This is an optimization exercise on Yosys and OpenROAD, whose aim is small area, not a production implementation. The RTL was checked by simulation tests, not by an equivalence proof against the original design. The flow treats the clock pin as an ideal source. Dropping or thinning the clock tree relies on that and would not hold on a real chip. Power figures rest on the tool's default switching activity, not on a simulated workload.

## Q
==> flow/design.v (excerpt) <==
module stopwatch(
    input            CLOCK_50,
    input      [3:0] KEY,
    input      [9:0] SW,
    output     [6:0] HEX0, HEX1, HEX2, HEX3
);
==> module stopwatch, before the edit <==
module stopwatch(
    input            CLOCK_50,
    input      [3:0] KEY,
    input      [9:0] SW,
    output     [6:0] HEX0, HEX1, HEX2, HEX3
);
    function [4:0] digit_next;
        input [3:0] q;
        input en, rst;
        digit_next = {
            (~q[2] & ~q[3] & en),
            ~((~q[3] & ~en) | (q[1] & ~q[3]) | (rst) | (~q[2] & en)),
            (q[2] & ~en) | (~q[2] & en) | (rst) | (q[0]),
            (q[1] & ~en & ~rst) | (q[3] & en & ~rst),
            (q[0] & ~en & ~rst) | (~q[1] & q[3] & en & ~rst) | (q[0] & ~q[3] & ~rst)};
    endfunction
    function [6:0] seg;
        input [3:0] q;
        seg = {
            (~q[0] & ~q[1] & q[2]) | (~q[2] & q[3]),
            (q[0] & ~q[3]) | (~q[2] & q[3]),
            ~((~q[0] & q[2]) | (q[1] & ~q[3])),
            (~q[1] & q[3]) | (q[1] & ~q[2]),
            (q[0] & q[1] & ~q[3]),
            (q[1] & q[2] & q[3]),
            (~q[1] & q[3])};
    endfunction
    reg [2:0] ss_sync;
    reg [2:0] rst_sync;
    always @(posedge CLOCK_50) begin
        ss_sync  <= {ss_sync[1:0],  KEY[0]};
        rst_sync <= {rst_sync[1:0], KEY[1]};
    end
    wire ss  = ss_sync[1]  & ~ss_sync[2];
    wire rst = rst_sync[1] & ~rst_sync[2];
    reg running;
    always @(posedge CLOCK_50)
        running <= ~rst & (running ^ ss);
    reg [3:0] pre;
    wire [3:0] q = pre;
    wire run = running;
    wire tick = (q[0] & ~q[1] & q[3]);
    always @(posedge CLOCK_50)
        pre <= {~((~q[3] & ~run) | (q[3] & run) | (rst) | (q[0] & ~q[1] & q[3])), (q[2] & ~run & ~rst) | (~q[0] & run & ~rst), (q[1] & ~run & ~rst) | (q[2] & run & ~rst), (q[0] & ~q[3] & ~run & ~rst) | (q[1] & ~rst) | (q[2] & run & ~rst)};
    reg [3:0] d0, d1, d2, d3, d4, d5;
    wire [4:0] n0 = digit_next(d0, tick, rst);
    wire [4:0] n1 = digit_next(d1, n0[4], rst);
    wire [4:0] n2 = digit_next(d2, n1[4], rst);
    wire [4:0] n3 = digit_next(d3, n2[4], rst);
    wire [4:0] n4 = digit_next(d4, n3[4], rst);
    wire [4:0] n5 = digit_next(d5, n4[4], rst);
    always @(posedge CLOCK_50) begin
        d0 <= n0[3:0];
        d1 <= n1[3:0];
        d2 <= n2[3:0];
        d3 <= n3[3:0];
        d4 <= n4[3:0];
        d5 <= n5[3:0];
    end
    assign HEX3 = seg(SW[0] ? d5 : d3);
    assign HEX2 = seg(SW[0] ? d4 : d2);
    assign HEX1 = seg(SW[0] ? d3 : d1);
    assign HEX0 = seg(SW[0] ? d2 : d0);
endmodule
clock: 5.0 ns
lec_check: 0
abc_area: 1
cap_margin: 0
core_margin: 2
core_utilization: 40
gpl_timing_driven: 0
setup_slack_margin: -1.0
slew_margin: 0
standard.sh (not shown) runs the stock make flow with config.mk's settings and CLKGATE_MAP_FILE= SYNTH_SCRIPT=/design/flow/synth_recipe.tcl, a recipe that flattens the netlist after the stock synthesis.
==> flow/flow/run.sh <==
#!/bin/bash
# Own layout flow: the standard ORFS flow with these changes.
#  2. Port buffers are sky130_fd_sc_hd__buf_1 (every port still gets a buffer).
#  3. Clock tree: flow/cts_pre.tcl replaces TritonCTS with two clkbuf_8
#     buffers, each driving the clock pins of one half of the flip-flops.
#  5. flow/resize_pre.tcl keeps large buffers out of placement repair.
# Each tool's output goes to its own log file in the work folder.
set -euo pipefail
W=$(pwd)
export BUFFER_PORTS_ARGS="-buffer_cell sky130_fd_sc_hd__buf_1"
export PRE_CTS_TCL="$W/flow/cts_pre.tcl"
export PRE_RESIZE_TCL="$W/flow/resize_pre.tcl"
export OWN_CLKBUF=sky130_fd_sc_hd__clkbuf_8
export OWN_CLKBUF_LEVELS=1
make -C "$FLOW_HOME" DESIGN_CONFIG="$W/config.mk" WORK_HOME="$W/orfs" CLKGATE_MAP_FILE= \
  SYNTH_SCRIPT="$W/flow/synth.tcl" ADDER_MAP_FILE= finish > "$W/orfs_make.log" 2>&1
R="$W/orfs/results/$FLOW_PLATFORM/stopwatch/base"
: # left out here: write the final layout as DEF
Other scripts of this flow, unchanged in this note and not shown: flow/flow/abc01.script, flow/flow/abc02.script, flow/flow/abc03.script, flow/flow/abc04.script, flow/flow/abc05.script, flow/flow/abc06.script, flow/flow/abc07.script, flow/flow/abc08.script, flow/flow/abc09.script, flow/flow/abc10.script, flow/flow/cts_pre.tcl, flow/flow/resize_pre.tcl, flow/flow/synth.tcl
Setup changes, Q to R
--- a/flow/design.v
+++ b/flow/design.v
@@ -9,20 +9,20 @@
         input en, rst;
         digit_next = {
-            (~q[2] & ~q[3] & en),
-            ~((~q[3] & ~en) | (q[1] & ~q[3]) | (rst) | (~q[2] & en)),
-            (q[2] & ~en) | (~q[2] & en) | (rst) | (q[0]),
-            (q[1] & ~en & ~rst) | (q[3] & en & ~rst),
-            (q[0] & ~en & ~rst) | (~q[1] & q[3] & en & ~rst) | (q[0] & ~q[3] & ~rst)};
+            (q[1] & ~q[2] & ~q[3] & en),
+            (rst) | (~q[0] & q[3]) | (q[3] & ~en) | (~q[0] & q[1] & en),
+            (q[2] & ~en & ~rst) | (~q[0] & q[2] & ~rst) | (q[0] & ~q[3] & en & ~rst),
+            (~q[0] & en) | (rst) | (q[1] & ~en),
+            (q[0] & ~en & ~rst) | (q[0] & ~q[2] & ~rst) | (~q[0] & q[3] & en & ~rst)};
     endfunction
     function [6:0] seg;
         input [3:0] q;
         seg = {
-            (~q[0] & ~q[1] & q[2]) | (~q[2] & q[3]),
-            (q[0] & ~q[3]) | (~q[2] & q[3]),
-            ~((~q[0] & q[2]) | (q[1] & ~q[3])),
-            (~q[1] & q[3]) | (q[1] & ~q[2]),
-            (q[0] & q[1] & ~q[3]),
-            (q[1] & q[2] & q[3]),
-            (~q[1] & q[3])};
+            (~q[2] & q[3]) | (q[0] & q[1]),
+            (q[0]),
+            ~((~q[1] & ~q[2]) | (~q[0] & q[3])),
+            (~q[0] & ~q[1] & q[2]) | (q[0] & q[1]),
+            (q[0] & ~q[1] & ~q[2]),
+            (~q[0] & q[1] & q[2]),
+            (~q[0] & ~q[1] & q[2]) | (q[0] & q[1] & ~q[2])};
     endfunction
     reg [2:0] ss_sync;
--- outcome ---
Relative to Q, least setup slack across all paths after layout increased by 0.11 ns in R.
Clock slew seen by the registers of the worst setup and hold paths: Q vs R — no meaningful difference
For R, the endpoint of the worst setup timing path was HEX2[1], unlike Q, where it was HEX0[5].
[R] slew at the pin with the worst max-slew slack rose 0.025 ns relative to Q
Delta (R minus Q): number of cells on the worst reg-to-reg path increased by 5 relative to the old numbers, post-route minimum period decreased 0.11 ns, power of the combinational group shows a reduction of about 25%, number of fill cells climbed 8, final wirelength went up.
From Q to R the numbers moved as follows: width of the die went down by 0.23 µm, initial core utilization decreased by 0.33 points relative to the old numbers, internal power lost 0.000016 W, total power of the final layout now smaller.
No run of this note takes its clock network from TritonCTS; it comes from the design's own scripts or RTL.

## separate check: timing with driven ports
Ports are ideal in the flow. The routed layouts listed here were re-timed in OpenROAD.
Step 1: set_driving_cell puts a clkbuf_16 on CLOCK_50 and a buf_2 on each other input, an assumption about the parent block.
Step 2 adds t to the input delays and takes it off the output delays; t is the mean of the earliest and latest rising clock arrival at the registers after step 1. Input paths then give back, and output paths get back, about the clock's delay inside the block.
a / b / c = ideal ports / drivers / drivers and shift; a / b = the first two.
run | t, ns | setup slack, ns | worst setup path after step 2
Q | 0.190 | 0.738 / 0.704 / 0.704 | input to output
R | 0.194 | 0.850 / 0.821 / 0.821 | input to output
After both steps setup and hold are still met in every run listed. For Q, which loses most, drivers alone change the setup slack by -0.034 ns; drivers and shift together by -0.034 ns.
